This is an optimization exercise on Yosys and OpenROAD, whose aim is small area, not a production implementation. Function was checked by simulation only, so behaviour that the tests miss may differ from the original. Power is estimated from default activity; no workload was simulated.

==> flow/design.v <==
typedef enum logic [16-1:0] {
    MTIME_LOW_R     = 16'hbff8,
    MTIME_HIGH_R    = 16'hbffc,
    MTIMECMP_LOW_R  = 16'h4000,
    MTIMECMP_HIGH_R = 16'h4004
} type_mtime_regs_e;
localparam int unsigned CSR_MTVEC_BASE_ALIGN_VECTOR = 6;
localparam int unsigned CSR_MTVEC_BASE_ALIGN_DIRECT = 2;
localparam int unsigned MODE_BIT = 0;
localparam int unsigned CSR_STVEC_BASE_ALIGN_VECTOR = 6;
localparam int unsigned CSR_STVEC_BASE_ALIGN_DIRECT = 2;
typedef enum logic [11:0] {
    CSR_ADDR_MVENDORID  = 12'hF11,
    CSR_ADDR_MARCHID    = 12'hF12,
    CSR_ADDR_MIMPID     = 12'hF13,
    CSR_ADDR_MHARTID    = 12'hF14,
    CSR_ADDR_MSTATUS    = 12'h300,   
    CSR_ADDR_MISA       = 12'h301,   
    CSR_ADDR_MEDELEG    = 12'h302,   
    CSR_ADDR_MIDELEG    = 12'h303,   
    CSR_ADDR_MIE        = 12'h304,   
    CSR_ADDR_MTVEC      = 12'h305,   
    CSR_ADDR_MCOUNTEREN = 12'h306,   
    CSR_ADDR_MSTATUSH   = 12'h310,   
    CSR_ADDR_MSCRATCH   = 12'h340,   
    CSR_ADDR_MEPC       = 12'h341,   
    CSR_ADDR_MCAUSE     = 12'h342,   
    CSR_ADDR_MTVAL      = 12'h343,   
    CSR_ADDR_MIP        = 12'h344,   
    CSR_ADDR_SSTATUS    = 12'h100,
    CSR_ADDR_SIE        = 12'h104,
    CSR_ADDR_STVEC      = 12'h105,
    CSR_ADDR_SCOUNTEREN = 12'h106,
    CSR_ADDR_SSCRATCH   = 12'h140,
    CSR_ADDR_SEPC       = 12'h141,
    CSR_ADDR_SCAUSE     = 12'h142,
    CSR_ADDR_STVAL      = 12'h143,
    CSR_ADDR_SIP        = 12'h144,
    CSR_ADDR_SATP       = 12'h180,
    CSR_ADDR_PMPCFG0   = 12'h3A0,
    CSR_ADDR_PMPADDR0  = 12'h3B0,
    CSR_ADDR_PMPADDR1  = 12'h3B1,
    CSR_ADDR_PMPADDR2  = 12'h3B2,
    CSR_ADDR_PMPADDR3  = 12'h3B3,
    CSR_ADDR_MCYCLE        = 12'hB00,
    CSR_ADDR_MINSTRET      = 12'hB02,
    CSR_ADDR_MHPMCOUNTER3  = 12'hB03,
    CSR_ADDR_MINSTRETH     = 12'hB82,
    CSR_ADDR_MCYCLEH       = 12'hB80,
    CSR_ADDR_MHPMCOUNTER3H = 12'hB83,
    CSR_ADDR_MCOUNTINHIBIT = 12'h320,
    CSR_ADDR_CYCLE         = 12'hC00,
    CSR_ADDR_TIME          = 12'hC01,
    CSR_ADDR_INSTRET       = 12'hC02,
    CSR_ADDR_CYCLEH        = 12'hC80,
    CSR_ADDR_TIMEH         = 12'hC81,
    CSR_ADDR_INSTRETH      = 12'hC82
} type_csr_addr_e;
localparam int unsigned EXC_CODE_WIDTH = 4;
typedef enum logic [EXC_CODE_WIDTH-1:0] {
    EXC_CODE_INSTR_MISALIGN        = 4'd0,      
    EXC_CODE_INSTR_ACCESS_FAULT    = 4'd1,      
    EXC_CODE_ILLEGAL_INSTR         = 4'd2,      
    EXC_CODE_BREAKPOINT            = 4'd3,      
    EXC_CODE_LD_ADDR_MISALIGN      = 4'd4,      
    EXC_CODE_LD_ACCESS_FAULT       = 4'd5,      
    EXC_CODE_ST_ADDR_MISALIGN      = 4'd6,      
    EXC_CODE_ST_ACCESS_FAULT       = 4'd7,      
    EXC_CODE_ECALL_UMODE           = 4'd8,      
    EXC_CODE_ECALL_SMODE           = 4'd9,      
    EXC_CODE_ECALL_MMODE           = 4'd11,     
    EXC_CODE_INST_PAGE_FAULT       = 4'd12,     
    EXC_CODE_LD_PAGE_FAULT         = 4'd13,     
    EXC_CODE_ST_PAGE_FAULT         = 4'd15,     
    EXC_CODE_NO_EXCEPTION          = 4'd14      
} type_exc_code_e;
localparam int unsigned S_SOFT_INT_IDX  = 1;
localparam int unsigned M_SOFT_INT_IDX  = 3;
localparam int unsigned S_TIMER_INT_IDX = 5;
localparam int unsigned M_TIMER_INT_IDX = 7;
localparam int unsigned S_EXT_INT_IDX   = 9;
localparam int unsigned M_EXT_INT_IDX   = 11;
localparam logic [32-1:0] MIE_SSIP = 1 << S_SOFT_INT_IDX;
localparam logic [32-1:0] MIE_MSIP = 1 << M_SOFT_INT_IDX;
localparam logic [32-1:0] MIE_STIP = 1 << S_TIMER_INT_IDX;
localparam logic [32-1:0] MIE_MTIP = 1 << M_TIMER_INT_IDX;
localparam logic [32-1:0] MIE_SEIP = 1 << S_EXT_INT_IDX;
localparam logic [32-1:0] MIE_MEIP = 1 << M_EXT_INT_IDX;
localparam logic [32-1:0] MIE_MASK = MIE_SSIP | MIE_STIP | MIE_SEIP | MIE_MSIP | MIE_MTIP | MIE_MEIP;
localparam logic [32-1:0] MIP_MASK = MIE_MASK;
localparam logic [32-1:0] SIE_MASK = MIE_SSIP | MIE_STIP | MIE_SEIP;
localparam logic [32-1:0] SIP_MASK = SIE_MASK;
localparam logic [32-1:0] SIE_SSIP = MIE_SSIP;
localparam logic [32-1:0] SIP_SSIP = SIE_SSIP;
localparam int unsigned IRQ_CODE_WIDTH = 4;
typedef enum logic [IRQ_CODE_WIDTH-1:0] {
    IRQ_CODE_NONE       = 4'd0,
    IRQ_CODE_S_SOFTWARE = 4'd1,      
    IRQ_CODE_M_SOFTWARE = 4'd3,      
    IRQ_CODE_S_TIMER    = 4'd5,      
    IRQ_CODE_M_TIMER    = 4'd7,      
    IRQ_CODE_S_EXTERNAL = 4'd9,      
    IRQ_CODE_M_EXTERNAL = 4'd11      
} type_irq_code_e;
typedef enum logic[1:0] {
    PRIV_MODE_M = 2'b11,
    PRIV_MODE_S = 2'b01,
    PRIV_MODE_U = 2'b00
} type_priv_mode_e;
 typedef struct packed {
    logic              sd;      
    logic [7:0]        wpri3;   
    logic              tsr;     
    logic              tw;      
    logic              tvm;     
    logic              mxr;     
    logic              sum;     
    logic              mprv;    
    logic [1:0]        xs;      
    logic [1:0]        fs;      
    type_priv_mode_e   mpp;     
    logic [1:0]        vs;      
    logic              spp;     
    logic              mpie;    
    logic              ube;     
    logic              spie;    
    logic              wpri2;   
    logic              mie;     
    logic              wpri1;   
    logic              sie;     
    logic              wpri0;   
} type_status_reg_s;
localparam logic [32-1:0] STATUS_SIE  = 'h00000002;
localparam logic [32-1:0] STATUS_SPIE = 'h00000020;
localparam logic [32-1:0] STATUS_UBE  = 'h00000040;
localparam logic [32-1:0] STATUS_SPP  = 'h00000100;
localparam logic [32-1:0] STATUS_VS   = 'h00000600;
localparam logic [32-1:0] STATUS_FS   = 'h00006000;
localparam logic [32-1:0] STATUS_XS   = 'h00018000;
localparam logic [32-1:0] STATUS_SUM  = 'h00040000;
localparam logic [32-1:0] STATUS_MXR  = 'h00080000;
localparam logic [32-1:0] STATUS_SD   = 'h80000000;
localparam logic [32-1:0] SSTATUS_READ_MASK  = STATUS_SIE | STATUS_SPIE
                                                | STATUS_UBE | STATUS_SPP
                                                | STATUS_VS  | STATUS_FS
                                                | STATUS_XS  | STATUS_SUM
                                                | STATUS_MXR | STATUS_SD;
localparam logic [32-1:0] SSTATUS_WRITE_MASK = STATUS_SIE | STATUS_SPIE
                                                | STATUS_SPP | STATUS_FS
                                                | STATUS_SUM | STATUS_MXR;
localparam logic [32-1:0] SATP_ASID_MASK  = 'h803FFFFF;
localparam SATP_MODE_WIDTH = 1;
localparam SATP_ASID_WIDTH = 9;
localparam SATP_PPN_WIDTH  = 22;
localparam MODE_SV32       = 1;
typedef struct packed {
    logic [SATP_MODE_WIDTH-1:0] mode;
    logic [SATP_ASID_WIDTH-1:0] asid;
    logic [SATP_PPN_WIDTH-1:0]  ppn;
} type_satp_reg_s;
localparam TVEC_MODE_WIDTH = 2;
localparam TVEC_BASE_WIDTH = 30;
typedef struct packed {
    logic [TVEC_BASE_WIDTH-1:0] base;
    logic [TVEC_MODE_WIDTH-1:0] mode;
} type_tvec_reg_s;
typedef struct packed {
    logic [14:0]                warl7;    
    logic                       uart;
    logic [3:0]                 warl6;
    logic                       meie;     
    logic                       warl5;
    logic                       seie;     
    logic                       warl4;
    logic                       mtie;     
    logic                       warl3;
    logic                       stie;     
    logic                       warl2;
    logic                       msie;     
    logic                       warl1;
    logic                       ssie;     
    logic                       warl0;
} type_mie_reg_s;
typedef struct packed {
    logic [14:0]                warl7;    
    logic                       uart;
    logic [3:0]                 warl6;
    logic                       meip;     
    logic                       warl5;
    logic                       seip;     
    logic                       warl4;
    logic                       mtip;     
    logic                       warl3;
    logic                       stip;     
    logic                       warl2;
    logic                       msip;     
    logic                       warl1;
    logic                       ssip;     
    logic                       warl0;
} type_mip_reg_s;
typedef struct packed {
    logic [14:0]                warl10;    
    logic                       uart;
    logic [3:0]                 warl9;
    logic                       warl8;   
    logic                       warl7;
    logic                       seie;     
    logic                       warl6;
    logic                       warl5;    
    logic                       warl4;
    logic                       stie;     
    logic                       warl3;
    logic                       warl2;    
    logic                       warl1;
    logic                       ssie;     
    logic                       warl0;
} type_sie_reg_s;
typedef struct packed {
    logic [14:0]                warl10;    
    logic                       uart;
    logic [3:0]                 warl9;
    logic                       warl8;   
    logic                       warl7;
    logic                       seip;     
    logic                       warl6;
    logic                       warl5;    
    logic                       warl4;
    logic                       stip;     
    logic                       warl3;
    logic                       warl2;    
    logic                       warl1;
    logic                       ssip;     
    logic                       warl0;
} type_sip_reg_s;
typedef struct packed {
    logic [27:0]               warl1;
    logic                       hpm3;
    logic                       ir;
    logic                       warl0;
    logic                       cy;
} type_mcountinhibit_reg_s;
 typedef enum logic [3:0] {
    AMO_OPS_NONE = '0,
    AMO_OPS_LR,
    AMO_OPS_SC,
    AMO_OPS_SWAP,
    AMO_OPS_ADD,
    AMO_OPS_XOR,
    AMO_OPS_AND,
    AMO_OPS_OR,
    AMO_OPS_MIN,
    AMO_OPS_MAX,
    AMO_OPS_MINU,
    AMO_OPS_MAXU
} type_amo_ops_e;
typedef enum logic [2:0] {
    AMO_IDLE  = 3'h0,
    AMO_LOAD  = 3'h1,
    AMO_OP    = 3'h2,
    AMO_ST    = 3'h3,
    AMO_DONE  = 3'h4
} type_amo_states_e;
typedef struct packed {                            
    type_amo_ops_e                   amo_ops;              
    logic                            is_amo; 
    logic                            amo_flush; 
    logic                            ack;  
} type_lsu2amo_ctrl_s;
typedef struct packed {                            
    logic [32-1:0]                lsu_addr;
    logic [32-1:0]                rs2_operand;
    logic [32-1:0]                r_data; 
} type_lsu2amo_data_s;
typedef struct packed {                      
    logic                            amo_done;      
    logic                            ld_req;     
    logic                            st_req; 
    logic                            rd_wr_req;
} type_amo2lsu_ctrl_s;
typedef struct packed {                            
    logic [32-1:0]                w_data; 
    logic [32-1:0]                amo_wrb_data; 
} type_amo2lsu_data_s;
typedef enum logic [4:0] {
    OPCODE_LOAD_INST      = 5'b00000,
    OPCODE_STORE_INST     = 5'b01000,
    OPCODE_MEM_FENCE_INST = 5'b00011,
    OPCODE_IMM_INST       = 5'b00100,
    OPCODE_AUIPC_INST     = 5'b00101,
    OPCODE_ARITH_INST     = 5'b01100,
    OPCODE_LUI_INST       = 5'b01101,
    OPCODE_BRANCH_INST    = 5'b11000,
    OPCODE_JALR_INST      = 5'b11001,
    OPCODE_JAL_INST       = 5'b11011,
    OPCODE_AMO_INST       = 5'b01011,
    OPCODE_SYSTEM_INST    = 5'b11100
} type_rv_opcode_e;
typedef enum logic {
    ALU_OPR1_PC = '0,        
    ALU_OPR1_REG             
} type_alu_opr1_sel_e;
typedef enum logic {
    ALU_OPR2_IMM = '0,      
    ALU_OPR2_REG            
} type_alu_opr2_sel_e;
typedef enum logic {
    ALU_CMP_OPR2_IMM = '0,  
    ALU_CMP_OPR2_REG        
} type_alu_cmp_opr2_sel_e;
typedef enum logic [3:0] {
    ALU_I_OPS_NONE = '0,    
    ALU_I_OPS_ADD,           
    ALU_I_OPS_SUB,           
    ALU_I_OPS_AND,           
    ALU_I_OPS_OR,            
    ALU_I_OPS_XOR,           
    ALU_I_OPS_SLT,           
    ALU_I_OPS_SLTU,          
    ALU_I_OPS_SLL,           
    ALU_I_OPS_SRL,           
    ALU_I_OPS_SRA,           
    ALU_I_OPS_COPY_OPR1,     
    ALU_I_OPS_COPY_OPR2      
} type_alu_i_ops_e;
typedef enum logic [2:0] {
    ALU_M_OPS_NONE   = '0,    
    ALU_M_OPS_MUL    =  3'b100,         
    ALU_M_OPS_MULHU  =  3'b101,         
    ALU_M_OPS_MULHSU =  3'b110,         
    ALU_M_OPS_MULH   =  3'b111          
} type_alu_m_ops_e;
typedef enum logic [2:0] {
    ALU_D_OPS_NONE   = '0,    
    ALU_D_OPS_DIV    =  3'b100,          
    ALU_D_OPS_DIVU   =  3'b101,          
    ALU_D_OPS_REM    =  3'b110,          
    ALU_D_OPS_REMU   =  3'b111           
} type_alu_d_ops_e;
typedef enum logic [2:0] {
    BR_OPS_NONE = '0,   
    BR_OPS_EQ,           
    BR_OPS_NE,           
    BR_OPS_GE,           
    BR_OPS_GEU,          
    BR_OPS_LT,           
    BR_OPS_LTU           
} type_br_ops_e;
typedef enum logic [2:0] {
    LD_OPS_NONE = '0,
    LD_OPS_LB,
    LD_OPS_LBU,
    LD_OPS_LH,
    LD_OPS_LHU,
    LD_OPS_LW
} type_ld_ops_e;
typedef enum logic [1:0] {
    ST_OPS_NONE = '0,
    ST_OPS_SB,
    ST_OPS_SH,
    ST_OPS_SW
} type_st_ops_e;
typedef enum logic [2:0] {
    RD_WRB_NONE = '0,
    RD_WRB_ALU,                            
    RD_WRB_INC_PC,                         
    RD_WRB_DMEM,                           
    RD_WRB_CSR,                            
    RD_WRB_D_ALU                           
} type_rd_wrb_sel_e;
 typedef enum logic [2:0] {
    SYS_OPS_NONE = '0,
    SYS_OPS_SFENCE_VMA,
    SYS_OPS_SRET,
    SYS_OPS_MRET,
    SYS_OPS_WFI 
} type_sys_ops_e;
 typedef enum logic [1:0] {
    CSR_OPS_NONE = '0,
    CSR_OPS_WRITE,
    CSR_OPS_SET,
    CSR_OPS_CLEAR
} type_csr_ops_e;
typedef enum logic {
    CSR_OPR_REG = '0,        
    CSR_OPR_IMM              
} type_csr_opr_sel_e;
typedef struct packed {                            
    logic [32-1:0]                addr;
    logic                            req; 
} type_if2imem_s;
typedef struct packed {                            
    logic [32-1:0]                r_data;
    logic                            ack;  
} type_imem2if_s;
typedef struct packed {                            
    logic [32-1:0]                instr;
    logic [32-1:0]                pc;
    logic [32-1:0]                pc_next;
    type_exc_code_e                  exc_code;
    logic                            instr_flushed;
} type_if2id_data_s;
typedef struct packed {                            
    logic                            exc_req;
    logic                            irq_req;
} type_if2id_ctrl_s;
typedef struct packed {                            
    logic [32-1:0]                rs1_data;     
    logic [32-1:0]                rs2_data;
    logic [32-1:0]                instr;
    logic [32-1:0]                pc;
    logic [32-1:0]                pc_next;
    logic [32-1:0]                imm;  
    type_exc_code_e                  exc_code;
    logic                            instr_flushed;   
} type_id2exe_data_s;
typedef struct packed {                           
    type_alu_i_ops_e                 alu_i_ops;
    type_alu_m_ops_e                 alu_m_ops;
    type_alu_d_ops_e                 alu_d_ops;
    type_ld_ops_e                    ld_ops;
    type_st_ops_e                    st_ops;
    type_br_ops_e                    branch_ops;
    type_csr_ops_e                   csr_ops;
    type_amo_ops_e                   amo_ops;
    type_sys_ops_e                   sys_ops;
    type_alu_opr1_sel_e              alu_opr1_sel;
    type_alu_opr2_sel_e              alu_opr2_sel;
    type_alu_cmp_opr2_sel_e          alu_cmp_opr2_sel;
    type_csr_opr_sel_e               csr_opr_sel;
    type_rd_wrb_sel_e                rd_wrb_sel;
    logic                            exc_req;
    logic                            rd_wr_req;
    logic                            jump_req;
    logic                            branch_req;
    logic                            fence_i_req;
    logic                            fence_req;
    logic                            irq_req;
} type_id2exe_ctrl_s;
typedef struct packed {                            
    logic [32-1:0]                alu_result;
    logic [32-1:0]                pc_next;
    logic [32-1:0]                rs2_data;
} type_exe2lsu_data_s;
typedef struct packed {  
    logic [4:0]                      rd_addr;                         
    type_rd_wrb_sel_e                rd_wrb_sel;
    type_ld_ops_e                    ld_ops;
    type_st_ops_e                    st_ops;
    type_amo_ops_e                   amo_ops;
    logic                            rd_wr_req;
    logic                            jump_req;
    logic                            branch_req;
    logic                            fence_req;
} type_exe2lsu_ctrl_s;
typedef struct packed {                            
    logic [11:0]                     csr_addr;
    logic [32-1:0]                pc;
    logic [32-1:0]                instr;
    logic [32-1:0]                csr_wdata;  
    type_exc_code_e                  exc_code; 
    logic                            instr_flushed;     
} type_exe2csr_data_s;
typedef struct packed {                           
    type_csr_ops_e                   csr_ops;
    type_sys_ops_e                   sys_ops;
    logic                            exc_req;
    logic                            irq_req;
    logic                            csr_rd_req;
    logic                            csr_wr_req;
    logic                            fence_i_req;
} type_exe2csr_ctrl_s;
typedef struct packed {                           
    type_ld_ops_e                    ld_ops;
    type_st_ops_e                    st_ops;
    logic                            ld_page_fault;
    logic                            st_page_fault;
    logic                            dcache_flush_ack;  
} type_lsu2csr_ctrl_s;
typedef struct packed {                            
    logic [32-1:0]                dbus_addr;
    logic [32-1:0]                pc_next; 
} type_lsu2csr_data_s;
typedef struct packed {                            
    logic [32-1:0]                csr_rdata;     
} type_csr2wrb_data_s;
typedef struct packed { 
    logic [32-1:0]                csr_mhartid;                           
    logic [1:0]                      ext_irq;   
    logic                            timer_irq;   
    logic                            soft_irq; 
    logic                            uart_irq;    
} type_pipe2csr_s;
typedef struct packed {                            
    logic [32-1:0]                alu_result;
    logic [32-1:0]                pc_next;
    logic [32-1:0]                r_data;  
    logic [5-1:0]           rd_addr; 
} type_lsu2wrb_data_s;
typedef struct packed {                           
    type_rd_wrb_sel_e                rd_wrb_sel;
    logic                            rd_wr_req;
} type_lsu2wrb_ctrl_s;
typedef struct packed {                            
    logic [32-1:0]                addr;
    logic [32-1:0]                w_data;
    type_st_ops_e                    st_ops;
    logic                            ld_req;  
    logic                            st_req;  
} type_lsu2dbus_s;
typedef struct packed {                            
    logic [32-1:0]                r_data;
    logic                            ack;  
} type_dbus2lsu_s;
typedef struct packed {                            
    logic [32-1:0]                addr;
    logic [32-1:0]                w_data;
    logic [3:0]                      sel_byte;  
    logic                            w_en;  
    logic                            req;
} type_dbus2peri_s;
typedef struct packed {                            
    logic [32-1:0]                r_data;
    logic                            ack;  
} type_peri2dbus_s;
typedef struct packed {                            
    logic [32-1:0]                pc_new;
} type_exe2if_fb_s;
typedef struct packed {                            
    logic [32-1:0]                pc_new;
    logic                            icache_flush; 
    logic                            irq_req;
} type_csr2if_fb_s;
typedef struct packed {                            
    type_priv_mode_e                 priv_mode;
} type_csr2id_fb_s;
typedef struct packed {                            
    logic [32-1:0]                rd_data;
    logic [5-1:0]           rd_addr;
    logic                            rd_wr_req;  
} type_wrb2id_fb_s;
typedef struct packed {                        
    logic [5-1:0]           rd_addr;
    logic                            rd_wr_req;  
    logic                            lsu_req;
    logic                            lsu_ack;   
} type_lsu2fwd_s;
typedef struct packed {                            
    logic [5-1:0]           rd_addr;
    logic                            rd_wr_req;    
} type_wrb2fwd_s;
typedef struct packed {                            
    logic [5-1:0]           rs1_addr;
    logic [5-1:0]           rs2_addr;
    logic                            new_pc_req;  
    logic                            use_rs1;
    logic                            use_rs2; 
} type_exe2fwd_s;
typedef struct packed {                            
    logic                            new_pc_req; 
    logic                            irq_flush_lsu;
    logic                            wfi_req; 
    logic                            csr_read_req;
} type_csr2fwd_s;
typedef struct packed {  
    logic                            exe_new_pc_req;                            
    logic                            csr_new_pc_req;
    logic                            wfi_req; 
    logic                            if_stall;
} type_fwd2if_s;
typedef struct packed {                            
    logic                            fwd_wrb_rs1;
    logic                            fwd_wrb_rs2; 
    logic                            fwd_lsu_rs1;
    logic                            fwd_lsu_rs2; 
} type_fwd2exe_s;
typedef struct packed {  
    logic                            if2id_pipe_flush; 
    logic                            if2id_pipe_stall;
    logic                            id2exe_pipe_flush;  
    logic                            id2exe_pipe_stall; 
    logic                            exe2lsu_pipe_stall;
    logic                            exe2lsu_pipe_flush;
    logic                            lsu2wrb_pipe_flush; 
    logic                            pipe_fwd_wrb_rs1; 
    logic                            pipe_fwd_wrb_rs2;                          
} type_fwd2ptop_s;
typedef struct packed {  
    logic                            pipe_stall; 
} type_fwd2csr_s;
typedef struct packed {  
    logic                            lsu_flush;                           
} type_fwd2lsu_s;
typedef struct packed {                            
    logic [22-1:0]           satp_ppn;  
    logic                            en_vaddr;
    logic                            en_ld_st_vaddr;
    logic                            mxr; 
    logic                            lsu_flush;  
    logic                            tlb_flush;
    logic                            dcache_flush;
} type_csr2lsu_data_s;
typedef struct packed {                            
    logic [32-1:0]                timer_val_low;  
    logic [32-1:0]                timer_val_high;  
} type_clint2csr_s;
typedef struct packed {                            
    logic [32-1:0]                reg_data;
    logic [5-1:0]           reg_addr;
    logic                            reg_wr_req;  
} type_debug_port_s;
module reg_file (
    input   logic                      rst_n,                
    input   logic                      clk,                  
    input   logic [5-1:0]     rs1_addr_i,           
    input   logic [5-1:0]     rs2_addr_i,           
    output  logic [32-1:0]          rs1_data_o,           
    output  logic [32-1:0]          rs2_data_o,           
    input   logic                      rd_wr_req_i,          
    input   logic [5-1:0]     rd_addr_i,            
    input   logic [32-1:0]          rd_data_i             
);
logic   [32-1:1][32-1:0] register_file;
logic   [32-1:1]            row_we, row_keep;
always_comb begin
    for (int i = 1; i < 32; i++) begin
        row_we[i]   = rst_n & rd_wr_req_i & (rd_addr_i == i);
        row_keep[i] = rst_n & ~(rd_wr_req_i & (rd_addr_i == i));
    end
end
always_ff @(posedge clk) begin
    for (int i = 1; i < 32; i++) begin
        register_file[i] <= (register_file[i] & {32{row_keep[i]}})
                          | (rd_data_i & {32{row_we[i]}});
    end
end
always_comb begin
    rs1_data_o = '0;
    rs2_data_o = '0;
    for (int i = 1; i < 32; i++) begin
        rs1_data_o = rs1_data_o | (register_file[i] & {32{rs1_addr_i == i}});
        rs2_data_o = rs2_data_o | (register_file[i] & {32{rs2_addr_i == i}});
    end
end
endmodule
module decode (
    input wire type_if2id_data_s              if2id_data_i,
    input wire type_if2id_ctrl_s              if2id_ctrl_i,
    output type_id2exe_data_s                 id2exe_data_o,
    output type_id2exe_ctrl_s                 id2exe_ctrl_o,           
    input wire type_csr2id_fb_s               csr2id_fb_i,
    input wire [32-1:0]                    rf2id_rs1_data,
    input wire [32-1:0]                    rf2id_rs2_data
);
logic [5-1:0]               id2rf_rs1_addr;             
logic [5-1:0]               id2rf_rs2_addr;             
logic [32-1:0]                    instr_codeword;
logic                                illegal_instr;
logic [2:0]                          funct3_opcode;
logic [6:0]                          funct7_opcode;
logic [4:0]                          funct5_opcode;
logic [4:0]                          shift_amt;  
type_if2id_ctrl_s                    if2id_ctrl;
type_if2id_data_s                    if2id_data;
type_id2exe_ctrl_s                   id2exe_ctrl;
type_id2exe_data_s                   id2exe_data;
type_csr2id_fb_s                     csr2id_fb;
type_rv_opcode_e                     instr_opcode;
assign if2id_ctrl = if2id_ctrl_i;
assign if2id_data = if2id_data_i;
assign csr2id_fb  = csr2id_fb_i;
assign instr_codeword = if2id_data.instr;
assign instr_opcode   = type_rv_opcode_e'(instr_codeword[6:2]); 
assign funct7_opcode  = instr_codeword[31:25];
assign funct3_opcode  = instr_codeword[14:12];
assign funct5_opcode  = instr_codeword[24:20];
assign id2rf_rs1_addr = instr_codeword[19:15];
assign id2rf_rs2_addr = instr_codeword[24:20];
assign shift_amt      = instr_codeword[24:20]; 
always_comb begin
    id2exe_ctrl.alu_i_ops  = ALU_I_OPS_NONE;
    id2exe_ctrl.alu_m_ops  = ALU_M_OPS_NONE;
    id2exe_ctrl.alu_d_ops  = ALU_D_OPS_NONE;
    id2exe_ctrl.ld_ops     = LD_OPS_NONE;
    id2exe_ctrl.st_ops     = ST_OPS_NONE;
    id2exe_ctrl.branch_ops = BR_OPS_NONE;
    id2exe_ctrl.csr_ops    = CSR_OPS_NONE;
    id2exe_ctrl.amo_ops    = AMO_OPS_NONE;
    id2exe_ctrl.sys_ops    = SYS_OPS_NONE;
    id2exe_ctrl.alu_opr1_sel     = ALU_OPR1_PC;
    id2exe_ctrl.alu_opr2_sel     = ALU_OPR2_IMM;
    id2exe_ctrl.alu_cmp_opr2_sel = ALU_CMP_OPR2_REG;
    id2exe_ctrl.csr_opr_sel      = CSR_OPR_REG;
    id2exe_ctrl.rd_wrb_sel       = RD_WRB_NONE;
    id2exe_ctrl.rd_wr_req        = 1'b0;
    id2exe_ctrl.jump_req         = 1'b0;
    id2exe_ctrl.branch_req       = 1'b0;
    id2exe_ctrl.exc_req          = 1'b0;
    id2exe_ctrl.fence_i_req      = 1'b0;
    id2exe_ctrl.fence_req        = 1'b0;
    id2exe_ctrl.irq_req          = if2id_ctrl.irq_req;
    id2exe_data.imm      = {{21{instr_codeword[31]}}, instr_codeword[30:20]};
    id2exe_data.rs1_data = rf2id_rs1_data;    
    id2exe_data.rs2_data = rf2id_rs2_data;    
    id2exe_data.instr    = instr_codeword;
    id2exe_data.pc       = if2id_data.pc;
    id2exe_data.pc_next  = if2id_data.pc_next;
    id2exe_data.exc_code = EXC_CODE_NO_EXCEPTION;
    id2exe_data.instr_flushed = if2id_data.instr_flushed;
    illegal_instr       = 1'b0;
       case (instr_opcode)
            OPCODE_ARITH_INST  : begin
                id2exe_ctrl.rd_wrb_sel       = RD_WRB_ALU;
                id2exe_ctrl.alu_opr1_sel     = ALU_OPR1_REG;
                id2exe_ctrl.alu_opr2_sel     = ALU_OPR2_REG;
                id2exe_ctrl.alu_cmp_opr2_sel = ALU_CMP_OPR2_REG;
                id2exe_ctrl.rd_wr_req        = 1'b1;
                 case (funct7_opcode)
                    7'b0000000 : begin
                        id2exe_ctrl.alu_i_ops = (funct3_opcode == 3'b000) ? ALU_I_OPS_ADD
                                              : (funct3_opcode == 3'b001) ? ALU_I_OPS_SLL
                                              : (funct3_opcode == 3'b010) ? ALU_I_OPS_SLT
                                              : (funct3_opcode == 3'b011) ? ALU_I_OPS_SLTU
                                              : (funct3_opcode == 3'b100) ? ALU_I_OPS_XOR
                                              : (funct3_opcode == 3'b101) ? ALU_I_OPS_SRL
                                              : (funct3_opcode == 3'b110) ? ALU_I_OPS_OR
                                              :                             ALU_I_OPS_AND;
                    end  
                    7'b0100000 : begin
                        case (funct3_opcode)
                            3'b000  : id2exe_ctrl.alu_i_ops = ALU_I_OPS_SUB;
                            3'b101  : id2exe_ctrl.alu_i_ops = ALU_I_OPS_SRA;
                            default : illegal_instr         = 1'b1;
                        endcase  
                    end  
                    7'b0000001 : begin
                        if (funct3_opcode[2]) begin
                            id2exe_ctrl.rd_wrb_sel = RD_WRB_D_ALU;
                        end
                        if (funct3_opcode[2]) begin
                            id2exe_ctrl.alu_d_ops = type_alu_d_ops_e'({1'b1, funct3_opcode[1:0]});
                        end else begin
                            id2exe_ctrl.alu_m_ops = type_alu_m_ops_e'({1'b1, funct3_opcode[1] ^ funct3_opcode[0], funct3_opcode[0]});
                        end
                    end  
                    default : illegal_instr = 1'b1;
                endcase  
            end  
            OPCODE_IMM_INST : begin
                id2exe_ctrl.rd_wrb_sel       = RD_WRB_ALU;
                id2exe_ctrl.alu_opr1_sel     = ALU_OPR1_REG;
                id2exe_ctrl.alu_opr2_sel     = ALU_OPR2_IMM;
                id2exe_ctrl.alu_cmp_opr2_sel = ALU_CMP_OPR2_IMM;
                id2exe_ctrl.rd_wr_req        = 1'b1;
                case (funct3_opcode)
                    3'b000 : id2exe_ctrl.alu_i_ops = ALU_I_OPS_ADD;            
                    3'b010 : id2exe_ctrl.alu_i_ops = ALU_I_OPS_SLT;            
                    3'b011 : id2exe_ctrl.alu_i_ops = ALU_I_OPS_SLTU;           
                    3'b100 : id2exe_ctrl.alu_i_ops = ALU_I_OPS_XOR;            
                    3'b110 : id2exe_ctrl.alu_i_ops = ALU_I_OPS_OR;             
                    3'b111 : id2exe_ctrl.alu_i_ops = ALU_I_OPS_AND;            
                    3'b001 : begin
                              id2exe_data.imm     = 32'(shift_amt);      
                              id2exe_ctrl.alu_i_ops = ALU_I_OPS_SLL;            
                    end
                    3'b101 : begin
                        case (funct7_opcode)
                            7'b0000000 : begin
                                id2exe_data.imm     = 32'(shift_amt);   
                                id2exe_ctrl.alu_i_ops = ALU_I_OPS_SRL;           
                            end
                            7'b0100000 : begin
                                id2exe_data.imm     = 32'(shift_amt);   
                                id2exe_ctrl.alu_i_ops = ALU_I_OPS_SRA;           
                            end
                            default : illegal_instr  =  1'b1;
                        endcase  
                    end
                endcase  
            end  
            OPCODE_AUIPC_INST : begin
                id2exe_ctrl.rd_wrb_sel   = RD_WRB_ALU;
                id2exe_ctrl.alu_opr1_sel = ALU_OPR1_PC;
                id2exe_ctrl.alu_opr2_sel = ALU_OPR2_IMM;
                id2exe_ctrl.alu_i_ops    = ALU_I_OPS_ADD;
                id2exe_ctrl.rd_wr_req    = 1'b1;                 
                id2exe_data.imm          = {instr_codeword[31:12], 12'b0};
            end  
            OPCODE_LUI_INST : begin
                id2exe_ctrl.rd_wrb_sel   = RD_WRB_ALU;
                id2exe_ctrl.alu_opr2_sel = ALU_OPR2_IMM;
                id2exe_ctrl.alu_i_ops    = ALU_I_OPS_COPY_OPR2;
                id2exe_ctrl.rd_wr_req    = 1'b1;                
                id2exe_data.imm          = {instr_codeword[31:12], 12'b0};
            end  
            OPCODE_LOAD_INST : begin
                id2exe_ctrl.rd_wrb_sel   = RD_WRB_DMEM;
                id2exe_ctrl.alu_opr1_sel = ALU_OPR1_REG;
                id2exe_ctrl.alu_opr2_sel = ALU_OPR2_IMM;
                id2exe_ctrl.alu_i_ops    = ALU_I_OPS_ADD;
                id2exe_ctrl.rd_wr_req    = 1'b1;
                case (funct3_opcode)
                    3'b000  : id2exe_ctrl.ld_ops = LD_OPS_LB;             
                    3'b001  : id2exe_ctrl.ld_ops = LD_OPS_LH;             
                    3'b010  : id2exe_ctrl.ld_ops = LD_OPS_LW;             
                    3'b100  : id2exe_ctrl.ld_ops = LD_OPS_LBU;            
                    3'b101  : id2exe_ctrl.ld_ops = LD_OPS_LHU;            
                    default : illegal_instr      =  1'b1;                 
                endcase  
            end  
            OPCODE_STORE_INST : begin
                id2exe_ctrl.alu_opr1_sel = ALU_OPR1_REG;
                id2exe_ctrl.alu_opr2_sel = ALU_OPR2_IMM;
                id2exe_ctrl.alu_i_ops    = ALU_I_OPS_ADD;
                id2exe_data.imm          = {{21{instr_codeword[31]}}, instr_codeword[30:25], instr_codeword[11:7]};
                case (funct3_opcode)
                    3'b000  : id2exe_ctrl.st_ops = ST_OPS_SB;             
                    3'b001  : id2exe_ctrl.st_ops = ST_OPS_SH;             
                    3'b010  : id2exe_ctrl.st_ops = ST_OPS_SW;             
                    default : illegal_instr      =  1'b1;                 
                endcase  
            end  
            OPCODE_MEM_FENCE_INST : begin
                case (funct3_opcode)
                    3'b000  : id2exe_ctrl.fence_req = 1'b1;               
                    3'b001  : id2exe_ctrl.fence_i_req = 1'b1;             
                    default : illegal_instr           = 1'b1;             
                endcase  
            end  
            OPCODE_BRANCH_INST : begin
                id2exe_ctrl.alu_opr1_sel     = ALU_OPR1_PC;
                id2exe_ctrl.alu_opr2_sel     = ALU_OPR2_IMM;
                id2exe_ctrl.alu_cmp_opr2_sel = ALU_CMP_OPR2_REG;
                id2exe_ctrl.alu_i_ops        = ALU_I_OPS_ADD;
                id2exe_ctrl.branch_req       = 1'b1;
                id2exe_data.imm              = {{20{instr_codeword[31]}}, instr_codeword[7], instr_codeword[30:25], instr_codeword[11:8], 1'b0};
                case (funct3_opcode)
                    3'b000  : id2exe_ctrl.branch_ops = BR_OPS_EQ;             
                    3'b001  : id2exe_ctrl.branch_ops = BR_OPS_NE;             
                    3'b100  : id2exe_ctrl.branch_ops = BR_OPS_LT;             
                    3'b101  : id2exe_ctrl.branch_ops = BR_OPS_GE;             
                    3'b110  : id2exe_ctrl.branch_ops = BR_OPS_LTU;            
                    3'b111  : id2exe_ctrl.branch_ops = BR_OPS_GEU;            
                    default : begin                                           
                        illegal_instr          = 1'b1;
                        id2exe_ctrl.branch_req = 1'b0;
                    end
                endcase  
            end  
            OPCODE_JALR_INST : begin
                id2exe_ctrl.rd_wrb_sel   = RD_WRB_INC_PC;
                id2exe_ctrl.alu_opr1_sel = ALU_OPR1_REG;
                id2exe_ctrl.alu_opr2_sel = ALU_OPR2_IMM;
                id2exe_ctrl.alu_i_ops    = ALU_I_OPS_ADD;
                id2exe_ctrl.rd_wr_req    = 1'b1;
                id2exe_ctrl.jump_req     = 1'b1;
            end  
            OPCODE_JAL_INST : begin
                id2exe_ctrl.rd_wrb_sel   = RD_WRB_INC_PC;
                id2exe_ctrl.alu_opr1_sel = ALU_OPR1_PC;
                id2exe_ctrl.alu_opr2_sel = ALU_OPR2_IMM;
                id2exe_ctrl.alu_i_ops    = ALU_I_OPS_ADD;
                id2exe_ctrl.rd_wr_req    = 1'b1;
                id2exe_ctrl.jump_req     = 1'b0;  
                id2exe_data.imm          = {{12{instr_codeword[31]}}, instr_codeword[19:12], instr_codeword[20], instr_codeword[30:21], 1'b0};
            end  
            OPCODE_SYSTEM_INST : begin
                case (funct3_opcode)
                    3'b001 : begin               
                        id2exe_ctrl.alu_opr1_sel = ALU_OPR1_REG;
                        id2exe_ctrl.rd_wrb_sel   = RD_WRB_CSR;
                        id2exe_ctrl.csr_ops      = CSR_OPS_WRITE;
                        id2exe_ctrl.csr_opr_sel  = CSR_OPR_REG;
                    end
                    3'b010 : begin               
                        id2exe_ctrl.alu_opr1_sel = ALU_OPR1_REG;
                        id2exe_ctrl.rd_wrb_sel   = RD_WRB_CSR;
                        id2exe_ctrl.csr_ops      = CSR_OPS_SET;
                        id2exe_ctrl.csr_opr_sel  = CSR_OPR_REG;
                    end
                    3'b011 : begin              
                        id2exe_ctrl.alu_opr1_sel = ALU_OPR1_REG;
                        id2exe_ctrl.rd_wrb_sel   = RD_WRB_CSR;
                        id2exe_ctrl.csr_ops      = CSR_OPS_CLEAR;
                        id2exe_ctrl.csr_opr_sel  = CSR_OPR_REG;
                    end
                    3'b101 : begin              
                        id2exe_ctrl.rd_wrb_sel  = RD_WRB_CSR;
                        id2exe_ctrl.csr_ops     = CSR_OPS_WRITE;
                        id2exe_ctrl.csr_opr_sel = CSR_OPR_IMM;
                    end
                    3'b110 : begin              
                        id2exe_ctrl.rd_wrb_sel  = RD_WRB_CSR;
                        id2exe_ctrl.csr_ops     = CSR_OPS_SET;
                        id2exe_ctrl.csr_opr_sel = CSR_OPR_IMM;
                    end
                    3'b111 : begin              
                        id2exe_ctrl.rd_wrb_sel  = RD_WRB_CSR;
                        id2exe_ctrl.csr_ops     = CSR_OPS_CLEAR;
                        id2exe_ctrl.csr_opr_sel = CSR_OPR_IMM;
                    end
                    3'b000 : begin
                        case (funct7_opcode)
                            7'b0000000 : begin        
                                case (funct5_opcode)
                                    5'b00000 : begin   
                                        id2exe_ctrl.exc_req  = 1'b1;
                                        id2exe_data.exc_code = EXC_CODE_ECALL_MMODE;
                                        case (csr2id_fb.priv_mode)
                                            PRIV_MODE_M: id2exe_data.exc_code = EXC_CODE_ECALL_MMODE;
                                            PRIV_MODE_S: id2exe_data.exc_code = EXC_CODE_ECALL_SMODE;
                                            PRIV_MODE_U: id2exe_data.exc_code = EXC_CODE_ECALL_UMODE;
                                            default:       ;  
                                        endcase
                                    end
                                    5'b00001 : begin   
                                        id2exe_ctrl.exc_req  = 1'b1;
                                        id2exe_data.exc_code = EXC_CODE_BREAKPOINT;
                                    end
                                    default : illegal_instr  =  1'b1; 
                                endcase  
                            end
                            7'b0001000 : begin        
                                case (funct5_opcode)
                                    5'b00010 : begin   
                                        id2exe_ctrl.sys_ops    = SYS_OPS_SRET;
                                    end
                                    5'b00101 : begin   
                                        id2exe_ctrl.sys_ops    = SYS_OPS_WFI;  
                                    end
                                    default : illegal_instr  =  1'b1; 
                                endcase  
                            end
                            7'b0011000 : begin         
                                id2exe_ctrl.sys_ops    = SYS_OPS_MRET;                               
                            end
                            7'b0001001 : begin         
                                id2exe_ctrl.sys_ops    = SYS_OPS_SFENCE_VMA;                               
                            end
                            default : illegal_instr = 1'b1;
                        endcase  
                    end
                    default : illegal_instr = 1'b1;    
                endcase  
            end  
            OPCODE_AMO_INST : begin
                id2exe_ctrl.rd_wrb_sel   = RD_WRB_DMEM;   
                id2exe_ctrl.alu_opr1_sel = ALU_OPR1_REG;
                id2exe_ctrl.alu_opr2_sel = ALU_OPR2_REG;
                id2exe_ctrl.ld_ops       = LD_OPS_LW;     
                id2exe_ctrl.st_ops       = ST_OPS_SW;     
                id2exe_ctrl.alu_i_ops    = ALU_I_OPS_COPY_OPR1;
                id2exe_ctrl.rd_wr_req    = 1'b1;         
                if (funct3_opcode == 3'b010) begin              
                    case (funct7_opcode[6:2])
                        5'b00000  : id2exe_ctrl.amo_ops = AMO_OPS_ADD;                   
                        5'b00001  : id2exe_ctrl.amo_ops = AMO_OPS_SWAP;                  
                        5'b00010  : begin 
                            id2exe_ctrl.amo_ops = AMO_OPS_LR;                            
                            id2exe_ctrl.st_ops  = ST_OPS_NONE;                           
                            if (funct5_opcode != '0) illegal_instr = 1'b1;
                        end
                        5'b00011  : id2exe_ctrl.amo_ops = AMO_OPS_SC;                    
                        5'b00100  : id2exe_ctrl.amo_ops = AMO_OPS_XOR;                   
                        5'b01000  : id2exe_ctrl.amo_ops = AMO_OPS_OR;                    
                        5'b01100  : id2exe_ctrl.amo_ops = AMO_OPS_AND;                   
                        5'b10000  : id2exe_ctrl.amo_ops = AMO_OPS_MIN;                   
                        5'b10100  : id2exe_ctrl.amo_ops = AMO_OPS_MAX;                   
                        5'b11000  : id2exe_ctrl.amo_ops = AMO_OPS_MINU;                  
                        5'b11100  : id2exe_ctrl.amo_ops = AMO_OPS_MAXU;                  
                        default   : illegal_instr       = 1'b1;                          
                    endcase  
                end else begin
                    illegal_instr = 1'b1;
                end  
            end  
            default : begin
                illegal_instr = 1'b1;
            end
        endcase  
   if(illegal_instr | if2id_ctrl.exc_req)  begin
     id2exe_ctrl.alu_i_ops   = ALU_I_OPS_NONE;
     id2exe_ctrl.alu_m_ops   = ALU_M_OPS_NONE;
     id2exe_ctrl.alu_d_ops   = ALU_D_OPS_NONE;
     id2exe_ctrl.ld_ops      = LD_OPS_NONE;
     id2exe_ctrl.st_ops      = ST_OPS_NONE;
     id2exe_ctrl.branch_ops  = BR_OPS_NONE;
     id2exe_ctrl.csr_ops     = CSR_OPS_NONE;
     id2exe_ctrl.amo_ops     = AMO_OPS_NONE;
     id2exe_ctrl.sys_ops     = SYS_OPS_NONE;
     id2exe_ctrl.rd_wrb_sel  = RD_WRB_NONE;
     id2exe_ctrl.exc_req     = 1'b1;
     id2exe_ctrl.rd_wr_req   = 1'b0;
     id2exe_ctrl.jump_req    = 1'b0;
     id2exe_ctrl.branch_req  = 1'b0;
     id2exe_ctrl.fence_i_req = 1'b0;
     id2exe_ctrl.fence_req   = 1'b0;
     if (if2id_ctrl.exc_req) begin
         id2exe_data.exc_code = if2id_data.exc_code; 
     end else begin
     id2exe_data.exc_code    = EXC_CODE_ILLEGAL_INSTR;
     end
   end
end  
assign id2exe_ctrl_o = id2exe_ctrl;
assign id2exe_data_o = id2exe_data; 
endmodule
module pcore_id (
    input  logic          clk,
    input  logic          rst_n,                  
    input  logic [100:0]  if2id_data_i,           
    input  logic [1:0]    if2id_ctrl_i,           
    input  logic [1:0]    csr2id_fb_i,            
    input  logic [37:0]   wrb2id_fb_i,            
    output logic [196:0]  id2exe_data_o,          
    output logic [40:0]   id2exe_ctrl_o           
);
type_wrb2id_fb_s      wrb2id_fb;
assign wrb2id_fb = type_wrb2id_fb_s'(wrb2id_fb_i);
logic                 valid_q;                
logic [100:0]         if2id_data_q;
logic [1:0]           if2id_ctrl_q;
logic [1:0]           csr2id_fb_q;
always_ff @(posedge clk) begin
    if (~rst_n) begin
        valid_q      <= 1'b0;
        if2id_data_q <= '0;
        if2id_ctrl_q <= '0;
        csr2id_fb_q  <= '0;
    end else begin
        valid_q      <= 1'b1;
        if2id_data_q <= if2id_data_i;
        if2id_ctrl_q <= if2id_ctrl_i;
        csr2id_fb_q  <= csr2id_fb_i;
    end
end
type_if2id_data_s     if2id_data;
assign if2id_data = type_if2id_data_s'(if2id_data_q);
logic [32-1:0]     rs1_data, rs2_data;
reg_file rf_module (
    .rst_n          (rst_n),
    .clk            (clk),
    .rs1_addr_i     (if2id_data.instr[19:15]),
    .rs2_addr_i     (if2id_data.instr[24:20]),
    .rs1_data_o     (rs1_data),
    .rs2_data_o     (rs2_data),
    .rd_wr_req_i    (wrb2id_fb.rd_wr_req),
    .rd_addr_i      (wrb2id_fb.rd_addr),
    .rd_data_i      (wrb2id_fb.rd_data)
);
type_id2exe_data_s    id2exe_data;
type_id2exe_ctrl_s    id2exe_ctrl;
decode decode_module (
    .if2id_data_i   (if2id_data),
    .if2id_ctrl_i   (type_if2id_ctrl_s'(if2id_ctrl_q)),
    .id2exe_data_o  (id2exe_data),
    .id2exe_ctrl_o  (id2exe_ctrl),
    .csr2id_fb_i    (type_csr2id_fb_s'(csr2id_fb_q)),
    .rf2id_rs1_data (rs1_data),
    .rf2id_rs2_data (rs2_data)
);
always_comb begin
    id2exe_data_o = id2exe_data;
    id2exe_ctrl_o = valid_q ? id2exe_ctrl : '0;
    if (~valid_q) id2exe_data_o[4:1] = '0;
end
endmodule
==> flow/flow/run.sh <==
#!/bin/bash
# Standard ORFS layout (the standard.sh) with these changes:
#  - ports are buffered with the smallest buffer (buf_1) instead of ORFS's default pick
#  - clock tree: clkbuf_4 buffers, small sink clusters, no dummy loads
set -euo pipefail
bash standard.sh \
  "BUFFER_PORTS_ARGS=-buffer_cell sky130_fd_sc_hd__buf_1" \
  "CTS_ARGS=-sink_clustering_enable -repair_clock_nets -dont_use_dummy_load -buf_list sky130_fd_sc_hd__clkbuf_4 -sink_clustering_size 8 -sink_clustering_max_diameter 50" \
  finish > standard_flow.log 2>&1
==> flow/standard.sh <==
#!/bin/bash
# synth_recipe.tcl (not shown) runs the flow's synth.tcl, then flattens the netlist and writes it again
# the make line also repeats each setting of config.mk as NAME=value (left out here)
make -C /OpenROAD-flow-scripts/flow DESIGN_CONFIG=/design/flow/config.mk WORK_HOME=/design/flow/orfs CLKGATE_MAP_FILE= SYNTH_SCRIPT=/design/flow/synth_recipe.tcl "${@:-finish}"
==> flow/config.mk <==
export PLATFORM = sky130hd
export DESIGN_NAME = pcore_id
export DESIGN_NICKNAME = pcore_id
export VERILOG_FILES = /design/flow/design.v
export SDC_FILE = /design/flow/constraint.sdc
export NUM_CORES = 4
export LEC_CHECK = 0
export CAP_MARGIN = 20
export CELL_PAD_IN_SITES_DETAIL_PLACEMENT = 1
export CELL_PAD_IN_SITES_GLOBAL_PLACEMENT = 1
export CORE_MARGIN = 2
export CORE_UTILIZATION = 40
export PLACE_DENSITY = 0.6
export SETUP_SLACK_MARGIN = 0.3
export SLEW_MARGIN = 20
==> flow/constraint.sdc <==
create_clock -name core_clock -period 10.0 [get_ports {clk}]
set_input_delay 2.0000 -clock core_clock [delete_from_list [all_inputs] [get_ports {clk}]]
set_output_delay 2.0000 -clock core_clock [all_outputs]
set_load 0.01 [all_outputs]
==> results of run 1 <==
[cell type report]
type | instances | share of cell area
tap | 1524 | 0.0374
inverter | 17 | 0.00125
multi-input combinational | 3103 | 0.450
timing repair buffer | 554 | 0.0548
clock buffer | 167 | 0.0246
sequential | 1098 | 0.431
antenna | 11 | 0.000540
[layer usage]
| layer | wire length (um) | vias to the layer above | GRT usage |
|---|---|---|---|
| li1 | - | 19000 | - |
| met1 | 113000 | 25400 | 0.630 |
| met2 | 120000 | 5293 | 0.667 |
| met3 | 48200 | 1522 | 0.189 |
| met4 | 23900 | 20 | 0.305 |
| met5 | 405 | - | 0.0172 |
[synth_stat cells (16+ instances only)]
| cell | instances |
|---|---|
| o21ai_0 | 23 |
| a21o_1 | 19 |
| nor4_1 | 46 |
| o21a_1 | 20 |
| inv_1 | 16 |
| clkbuf_1 | 454 |
| buf_1 | 22 |
| buf_2 | 64 |
| and2_1 | 117 |
| nand3_1 | 89 |
| nand2_1 | 335 |
| a22o_1 | 999 |
| a21boi_1 | 16 |
| nor3_1 | 71 |
| nor2_1 | 172 |
| dfxtp_1 | 1098 |
| a222oi_1 | 60 |
| a21oi_1 | 26 |
| a22oi_1 | 862 |
| nand4_1 | 87 |
| buf_4 | 97 |
[per-stage QoR]
stage | util | std cells | area [um2] | total power [mW]
after detailed placement | 0.427 | 6294 | 49700 | 5.23
after CTS | 0.438 | 6461 | 50900 | 7.54
after global placement | 0.426 | 6292 | 49600 | 5.22
after global routing | 0.438 | 6470 | 51000 | 7.75
after floorplan | - | 4856 | 47000 | 4.88
final | 0.438 | 6474 | 51000 | 7.61
[how the worst max path moves through the flow]
stage	start	endpoint	slack [ps]	cells after the start
6_report	if2id_data_q[84]	id2exe_data_o[170]	2610	8
5_1_grt	if2id_data_q[84]	id2exe_data_o[170]	2730	8
4_1_cts	if2id_data_q[84]	id2exe_data_o[170]	2830	8
3_5_place_dp	if2id_data_q[84]	id2exe_data_o[170]	4130	8
3_3_place_gp	if2id_data_q[84]	id2exe_data_o[170]	4190	8
2_1_floorplan	if2id_data_q[81]	id2exe_ctrl_o[31]	5550	11
[where the power goes]
| part | switching [mW] | total [mW] | internal [mW] |
|---|---|---|---|
| combinational | 0.563 | 0.703 | 0.139 |
| clock | 1.66 | 2.42 | 0.762 |
| sequential | 0.0594 | 4.48 | 4.42 |
[worst max-delay path, cell delays in order, from the launching register on]
cell,delay (ps)
dfxtp_1,960
nand2_1,720
nor2_4,1230
buf_4,530
a22oi_1,160
nand4_1,160
nor2_1,60
nand3_1,190
buf_1,180
[logic make-up after synthesis]
family,share of synthesized area
adders and majority gates,0.00107
xor gates and xnor gates,0.000559
AOI/OAI and AO/OA,0.362
DFF,0.468
and+or+nand+nor,0.105
buffers and inverters,0.0620
muxes,0.00200
[sequential cells by signal, summed over array words and instances (netlist names)]
signal                   flops
if2id_data_q               101
rf_module.register_file    992
valid_q                      1
csr2id_fb_q                  2
if2id_ctrl_q                 2
==> metrics.cfg, run 1 <==
[sta]
worst_pin_slew_ps=1360
hold_viol_final=0
fin_ws_ps=2610
fmax_mhz=135
slew_violations=0
skew_ps=0
setup_viol=0
min_period_ps=7390
tns_ps=0
grt_setup_unrepaired=false
max_slew_margin=0.0891
fin_crit_sh=0.739
hold-worst-slack_ps=512

[setup_path]
path_max_fanout=21
worstPathRequired_ps=8000
worstSetupStartpointType=flip-flop
timing.rr.end=rf_module.register_file[272]
critical_path.endpoint_type=output port
regToRegSetupSlack_ps=9210
critPathArrivalTime_ps=5390
timing.rr.start=rf_module.register_file[272]
worstSetupPathType=reg2out
reg2regPathDepth=1

[synthesis]
syn-num-nets=5005
synth_top_area_frac=0.468
yosysWarnings=3
seq_area_frac_synth=0.468
synth.top_cells.by_area=dfxtp_1 47%, a22o_1 19%, a22oi_1 14%, clkbuf_1 3.6%, nand2_1 2.7%
synth.distinct_cells=68
synth_edf_count=0
synth-main-ff-cell=dfxtp_1
netlist_instances=4856
async_reset_ff_frac=0
avgSynthCellArea_um2=9.67
ys_seq_elements=1098
synthesis.area_um2=47000
synth_top_area_cell=dfxtp_1

[cts]
insertion_delay_ps=1250
clock_tree.root_cell=clkbuf_4
clkSinkCount=1098
numCtsBuffers=167
cts_tree=done
ctsResizeCount=0
ctsHtreeMaxLevel=4
cts_buffer_depth=3
hold_buffers=0
cts_setup_buffers=0
cts.clk_slew.worst_paths_ps=90

[grt]
grt_usage=0.485
grt_pass1_vias=47600
grt_first_pass_wirelength_um=408000
grt_max_degree=75
overflow=0
antenna_found_initial=14

[die]
die_area_um2=120000
start_util=0.404
row_count=125
die_w_um=347
die_h_um=347
fp.coreArea_um2=116000
ios=383

[layout]
fin_nets=5090
mostFrequentLayoutCell=dfxtp_1
syn_to_final_growth_pct=8.55
seqCellArea_um2=22000
drive_gt1_frac=0.0982
multiInputGateArea_um2=23000
num-fill-cells=13100
final_cell_mix=1098 x dfxtp_1, 999 x a22o_1, 862 x a22oi_1

[min_path]
hp-class=reg2reg
min_to=rf_module.register_file[761]
holdPathStages=1
hold_start=rf_module.register_file[761]

[status]
outcome=timing/DRC/antenna clean

[place]
io_buffers=382
dp_hpwl_um=159000
place_ws_ps=4130
gp_congestion=0.922

[run]
maxCapViolCount=0

[route]
drcViolationCount=0
vias=51200
drt-initial-drc-count=10700
drt_pass1_iterations=8
via_per_inst=7.90
ant_nets=0
wirelength_um=305000
post_drt_wl_per_cell_um=47.0

[power_and_ir_drop]
vdd_ir_drop_max_uv=119
powerDensity_nw_per_um2=149
p_leak_nw=19.0

==> run 2, diff against run 1 <==
==> flow/flow/run.sh (replaced) <==
#!/bin/bash
# Standard ORFS layout (the standard.sh) with these changes:
#  - ports are buffered with the smallest buffer (buf_1) instead of ORFS's default pick
#  - clock tree: clkbuf_4 buffers, small sink clusters, no dummy loads
set -euo pipefail
bash standard.sh \
  "BUFFER_PORTS_ARGS=-buffer_cell sky130_fd_sc_hd__buf_1" \
  "CTS_ARGS=-sink_clustering_enable -repair_clock_nets -dont_use_dummy_load -buf_list sky130_fd_sc_hd__clkbuf_4 -sink_clustering_size 6 -sink_clustering_max_diameter 50" \
  finish > standard_flow.log 2>&1
==> flow/config.mk (replaced) <==
export PLATFORM = sky130hd
export DESIGN_NAME = pcore_id
export DESIGN_NICKNAME = pcore_id
export VERILOG_FILES = /design/flow/design.v
export SDC_FILE = /design/flow/constraint.sdc
export NUM_CORES = 4
export LEC_CHECK = 0
export CAP_MARGIN = 10
export CELL_PAD_IN_SITES_DETAIL_PLACEMENT = 1
export CELL_PAD_IN_SITES_GLOBAL_PLACEMENT = 1
export CORE_MARGIN = 2
export CORE_UTILIZATION = 35
export PLACE_DENSITY = 0.45
export SETUP_SLACK_MARGIN = 0.3
export SLEW_MARGIN = 10
==> metrics.cfg, run 2 <==
[synthesis]
synth_top_area_frac=0.468
synth.distinct_cells=68
netlist_instances=4856
synth.most_common_cell=dfxtp_1
ys_seq_elements=1098
async_reset_ff_frac=0
synth_edf_count=0
synth_top_area_cell=dfxtp_1
synth.top_cells.by_area=dfxtp_1 47%, a22o_1 19%, a22oi_1 14%, clkbuf_1 3.6%, nand2_1 2.7%
yosysWarnings=3
avgSynthCellArea_um2=9.67
seq_area_frac_synth=0.468
synth-main-ff-cell=dfxtp_1
synth_common_cells=1098 x dfxtp_1, 999 x a22o_1, 862 x a22oi_1
syn-num-nets=5005
synthesis.area_um2=47000

[place]
io_buffers=382
place_ws_ps=4140
gp_congestion=0.917
place_area_um2=50000
dp_hpwl_um=177000

[grt]
grt_util_met3=0.146
grtUsageMet2=0.644
grt_max_degree=80
grt_first_pass_wirelength_um=428000
grt_pass1_vias=47600
grt_usage=0.454
antenna_found_initial=16
grt.busiest_layer=met2
grt.met1_usage=0.593
overflow=0

[setup_path]
worstSetupPathType=reg2out
cpPeakStageDelay_ps=1050
critPathArrivalTime_ps=5320
path_max_fanout=18
cp_cell_sequence=nand2_1 > nor2_4 > buf_4 > a22oi_1 > nand4_1 > or4_1 > buf_1
regToRegSetupSlack_ps=9190
worstPathRequired_ps=8000
cpMaxStageDelayCell=nor2_4
worstSetupStartpointType=flip-flop
critical_path.endpoint_type=output port

[sta]
fin_ws_ps=2680
tns_ps=0
grt_setup_unrepaired=false
hold_viol_final=0
worst_pin_slew_ps=1400
skew_ps=0
slew_violations=0
max_slew_margin=0.0617
fin_crit_sh=0.732
min_period_ps=7320
setup_viol=0
fmax_mhz=137

[run]
maxCapViolCount=0

[route]
drcViolationCount=0
drt-initial-drc-count=9510
vias=51200
via_per_inst=7.56
ant_nets=0
wirelength_um=324000
drt_pass1_iterations=9
post_drt_wl_per_cell_um=47.9

[min_path]
hp-class=reg2reg

[cts]
cts_setup_buffers=0
cts_buffer_depth=3
numCtsBuffers=208
clock_tree.root_cell=clkbuf_4
hold_buffers=0
clkSinkCount=1098
cts.clk_slew.worst_paths_ps=80
insertion_delay_ps=1330
ctsHtreeMaxLevel=4
cts_tree=done
ctsResizeCount=0

[layout]
largest-register=rf_module.register_file
mostFrequentLayoutCell=dfxtp_1
drive_gt1_frac=0.106
fin_nets=5134
utilization=0.387
final_cell_area_um2=51600
largest_register_ff_count=992
syn_to_final_growth_pct=9.83
final_cell_mix=1098 x dfxtp_1, 999 x a22o_1, 862 x a22oi_1
top_regs=rf_module.register_file: 992 flops, if2id_data_q: 101 flops

[die]
start_util=0.352
die_area_um2=137000
ios=383
die_h_um=370
row_count=134
die_w_um=370
fp.coreArea_um2=133000

[power_and_ir_drop]
p_leak_nw=19.2
vdd_ir_drop_max_uv=111
powerDensity_nw_per_um2=153

[status]
outcome=timing/DRC/antenna clean

run 2: changes by cell type in the layout (fill, tap and decap cells not counted):
| cell | previous run | this run |
|---|---|---|
| nor3_1 | 66 | 67 |
| diode_2 | 11 | 18 |
| buf_4 | 168 | 175 |
| buf_12 | 2 | 0 |
| clkbuf_2 | 0 | 1 |
| clkbuf_4 | 168 | 209 |
| nor3_2 | 7 | 6 |
| o21a_2 | 16 | 14 |
| nor2b_2 | 0 | 1 |
| nor2b_1 | 14 | 13 |
| o21a_4 | 0 | 2 |
| buf_16 | 2 | 0 |
| buf_1 | 381 | 380 |
run 2: cells by family after synthesis:
logic type	after synthesis	synth area share
adders and majority gates	4	0.00107
muxes	8	0.00200
buffers and inverters	655	0.0620
AOI/OAI and AO/OA	2085	0.362
DFF	1098	0.468
xor gates and xnor gates	3	0.000559
and+or+nand+nor	1003	0.105
run 2: worst paths after layout:
| path | from | to | depth (start not counted) |
|---|---|---|---|
| worst max-delay path | if2id_data_q[88] | id2exe_data_o[183] | 7 |
| worst min-delay path | rf_module.register_file[214] | rf_module.register_file[214] | 1 |
| worst max register to register | rf_module.register_file[200] | rf_module.register_file[200] | 1 |
| worst min register to register | rf_module.register_file[214] | rf_module.register_file[214] | 1 |
run 2: metal layers:
metal | vias up | part of all wire
met3 | 1318 | 0.13
met4 | 24 | 0.071
met1 | 25900 | 0.39
met5 | - | 0.00050
li1 | 19100 | -
met2 | 4781 | 0.41
run 2: area by class of cell:
class / count / area [um2]
Fill cell: 15100 / 81700
Multi-Input combinational cell: 3103 / 23000
Clock buffer: 208 / 1560
Antenna cell: 18 / 45.0
Timing Repair Buffer: 557 / 2750
Inverter: 17 / 63.8
Sequential cell: 1098 / 22000
Tap cell: 1768 / 2210
run 2: stage by stage:
step                      hold WS [ps]  power, mW  cells
final                              510       7.87   6769
after floorplan                    456       4.88   4856
after CTS                          507       7.83   6751
after global routing               523       8.05   6757
after detailed placement           486       5.25   6543
after global placement             480       5.25   6543
run 2: report_power, final:
part	internal, mW	switching [mW]
logic	0.137	0.580
registers	4.42	0.0590
clock network	0.942	1.74
total	5.50	2.37
run 2: worst max-delay path: cells and delay by family, from the launching register on:
kind / cells / cell delay (ps)
AND/OR/NAND/NOR: 4 / 2120
flip-flops: 1 / 900
buffers and inverters: 2 / 840
AO/OA/AOI/OAI: 1 / 160
==> run 3, diff against run 2 <==
--- a/flow/design.v
+++ b/flow/design.v
@@ -620,17 +620,27 @@
     input   logic [32-1:0]          rd_data_i             
 );
 logic   [32-1:1][32-1:0] register_file;
+logic                        wb_en;
+logic [5-1:0]       wb_addr;
+logic [32-1:0]            wb_data;
+always_ff @(negedge clk) begin
+    wb_en   <= ~rst_n | (rd_wr_req_i & (|rd_addr_i));
+    wb_addr <= rd_addr_i & {5{rst_n}};
+    wb_data <= rd_data_i;
+end
+logic                        wb_clr;
+assign wb_clr = wb_en & (wb_addr == '0);
 logic   [32-1:1]            row_we, row_keep;
 always_comb begin
     for (int i = 1; i < 32; i++) begin
-        row_we[i]   = rst_n & rd_wr_req_i & (rd_addr_i == i);
-        row_keep[i] = rst_n & ~(rd_wr_req_i & (rd_addr_i == i));
+        row_we[i]   = wb_en & (wb_addr == i);
+        row_keep[i] = ~(wb_en & ((wb_addr == i) | (wb_addr == '0)));
     end
 end
 always_ff @(posedge clk) begin
     for (int i = 1; i < 32; i++) begin
         register_file[i] <= (register_file[i] & {32{row_keep[i]}})
-                          | (rd_data_i & {32{row_we[i]}});
+                          | (wb_data & {32{row_we[i]}});
     end
 end
 always_comb begin
==> flow/flow/run.sh (replaced) <==
#!/bin/bash
# Standard ORFS layout (the standard.sh) with these changes:
#  - ports are buffered with the smallest buffer (buf_1) instead of ORFS's default pick
#  - clock tree: clkbuf_4 buffers, small sink clusters, no dummy loads
set -euo pipefail
bash standard.sh \
  "BUFFER_PORTS_ARGS=-buffer_cell sky130_fd_sc_hd__buf_1" \
  "CTS_ARGS=-sink_clustering_enable -repair_clock_nets -dont_use_dummy_load -buf_list sky130_fd_sc_hd__clkbuf_4 -sink_clustering_size 8 -sink_clustering_max_diameter 50" \
  finish > standard_flow.log 2>&1
==> flow/config.mk (replaced) <==
export PLATFORM = sky130hd
export DESIGN_NAME = pcore_id
export DESIGN_NICKNAME = pcore_id
export VERILOG_FILES = /design/flow/design.v
export SDC_FILE = /design/flow/constraint.sdc
export NUM_CORES = 4
export LEC_CHECK = 0
export CAP_MARGIN = 20
export CELL_PAD_IN_SITES_DETAIL_PLACEMENT = 1
export CELL_PAD_IN_SITES_GLOBAL_PLACEMENT = 1
export CORE_MARGIN = 2
export CORE_UTILIZATION = 40
export PLACE_DENSITY = 0.6
export SETUP_SLACK_MARGIN = 0.3
export SLEW_MARGIN = 20
==> metrics.cfg, run 3 <==
[status]
outcome=timing/DRC/antenna clean

[synthesis]
ys_seq_elements=1136
synth.most_common_cell=dfxtp_1
synthesis.area_um2=47700
synth_top_area_frac=0.477
synth_top_area_cell=dfxtp_1
avgSynthCellArea_um2=9.68
synth-main-ff-cell=dfxtp_1
yosysWarnings=3
synth_edf_count=0
syn-num-nets=5073
seq_area_frac_synth=0.477
async_reset_ff_frac=0
synth.distinct_cells=64
synth.top_cells.by_area=dfxtp_1 48%, a22o_1 18%, a22oi_1 13%, clkbuf_1 3.7%, nand2_1 3.0%
synth_common_cells=1136 x dfxtp_1, 982 x a22o_1, 857 x a22oi_1
netlist_instances=4924

[route]
ant_nets=0
via_per_inst=7.71
vias=51100
drt_pass1_iterations=9
drt-initial-drc-count=10200
drcViolationCount=0
post_drt_wl_per_cell_um=45.6
wirelength_um=302000

[die]
ios=383
start_util=0.404
die_h_um=349
die_area_um2=122000
row_count=126
fp.coreArea_um2=118000
die_w_um=349

[sta]
tns_ps=0
setup_viol=0
hold_viol_final=0
fin_ws_ps=1470
slew_violations=0
hold-worst-slack_ps=489
grt_setup_unrepaired=false
max_slew_margin=0.115
skew_ps=223
worst_pin_slew_ps=1330

[run]
maxCapViolCount=0

[place]
gp_congestion=0.951
place_ws_ps=1540
dp_cells=6391
place_area_um2=50800
dp_hpwl_um=179000
io_buffers=382

[min_path]
hp-class=reg2reg
hold_start=rf_module.register_file[493]
min_to=rf_module.register_file[493]
holdPathStages=2

[layout]
syn_to_final_growth_pct=9.82
utilization=0.443
drive_gt1_frac=0.105
fin_nets=5216
largest_register_ff_count=992
final_cell_area_um2=52300
multiInputGateArea_um2=23000
fin_cells=6621
mostFrequentLayoutCell=dfxtp_1
seqCellArea_um2=22800
largest-register=rf_module.register_file
final_cell_mix=1126 x dfxtp_1, 982 x a22o_1, 857 x a22oi_1
top_regs=rf_module.register_file: 992 flops, if2id_data_q: 101 flops, rf_module.wb_data: 32 flops
num-fill-cells=13300

[cts]
insertion_delay_ps=1290
cts.clk_slew.worst_paths_ps=70
numCtsBuffers=171
ctsResizeCount=0
cts_buffer_depth=3
ctsHtreeMaxLevel=4
cts_setup_buffers=0
clock_tree.root_cell=clkbuf_4
clkSinkCount=1136
cts_tree=done
hold_buffers=0

[grt]
grt_usage=0.478
antenna_found_initial=16
grt_pass1_vias=47700
overflow=0
grt_first_pass_wirelength_um=408000
grt_max_degree=76

[power_and_ir_drop]
p_leak_nw=19.7
pwr-share-clk=0.296
power_frac_seq=0.583
p_sw_mw=2.74
comb_power_share=0.121
internal-power_mw=5.84
p_total_mw=8.57
powerDensity_nw_per_um2=164
vdd_ir_drop_max_uv=126
swShare=0.319

[setup_path]
timing.rr.end=rf_module.register_file[319]
cpPeakStageDelay_ps=850
cp_cell_sequence=nor2b_1 > nand2_1 > nor2_4 > buf_4 > nor2_4 > buf_4 > a22o_1
worstSetupPathType=reg2reg
cpMaxStageDelayCell=nor2_4
timing.rr.start=rf_module.wb_en
path_max_fanout=23
worstPathRequired_ps=11050
reg2regPathDepth=7
critical_path.endpoint_type=flip-flop
worstSetupStartpointType=flip-flop
critPathArrivalTime_ps=9580
regToRegSetupSlack_ps=1470

run 3: changes by cell type in the layout (fill, tap and decap cells not counted), moves of 11 or more:
cell,before,now
nand2_1,335,375
clkbuf_4,209,171
inv_1,16,50
o21ai_0,23,52
dfxtp_1,1098,1126
nor2_4,89,116
nand3_1,89,70
a22o_1,999,982
a21boi_4,15,0
o21a_2,14,0
and4_1,5,18
or4_1,3,16
a222oi_1,60,49
run 3: cells by family after synthesis:
family	after synthesis	share of synthesized area
xor gates and xnor gates	3	0.000551
DFF	1136	0.477
muxes	10	0.00244
AOI/OAI and AO/OA	2043	0.348
adders and majority gates	4	0.00105
and+or+nand+nor	1074	0.111
buffers and inverters	654	0.0598
run 3: worst max-delay path by stage:
stage	startpoint	endpoint	slack (ps)
finish	rf_module.wb_en	rf_module.register_file[319]	1470
global route	rf_module.wb_en	rf_module.register_file[319]	1500
CTS	rf_module.wb_en	rf_module.register_file[192]	1640
detailed placement	rf_module.wb_en	rf_module.register_file[219]	1540
global placement	rf_module.wb_en	rf_module.register_file[218]	1570
floorplan	wrb2id_fb_i[3]	rf_module.wb_en	2190
run 3: final cells by class:
type,instances,share of cell area
Multi-Input combinational cell,3134,0.439
Inverter,12,0.000861
Tap cell,1536,0.0367
Clock buffer,171,0.0245
Antenna cell,20,0.000956
Timing Repair Buffer,574,0.0602
Sequential cell,1136,0.435
Clock inverter,38,0.00273
run 3: power by group through the flow:
stage | Clock (mW) | Sequential (mW) | Combinational [mW]
2_1_floorplan | 0.0238 | 4.96 | 0.536
3_3_place_gp | 0.0238 | 5.08 | 0.945
3_5_place_dp | 0.0238 | 5.08 | 0.979
4_1_cts | 2.54 | 4.98 | 0.980
5_1_grt | 2.73 | 5.01 | 1.04
6_report | 2.54 | 5.00 | 1.04
run 3: layer usage:
| layer | vias up | track usage | part of all wire |
|---|---|---|---|
| li1 | 19300 | - | - |
| met1 | 25400 | 0.620 | 0.38 |
| met2 | 5069 | 0.660 | 0.40 |
| met3 | 1314 | 0.189 | 0.15 |
| met4 | 8 | 0.288 | 0.071 |
| met5 | - | 0 | 0.00013 |
run 3: worst max-delay path: cells and delay by family (launching register included):
family,cells,cell delay [ps]
AOI/OAI and AO/OA,1,270
buffers and inverters,2,870
DFF,1,560
and+or+nand+nor,4,1620
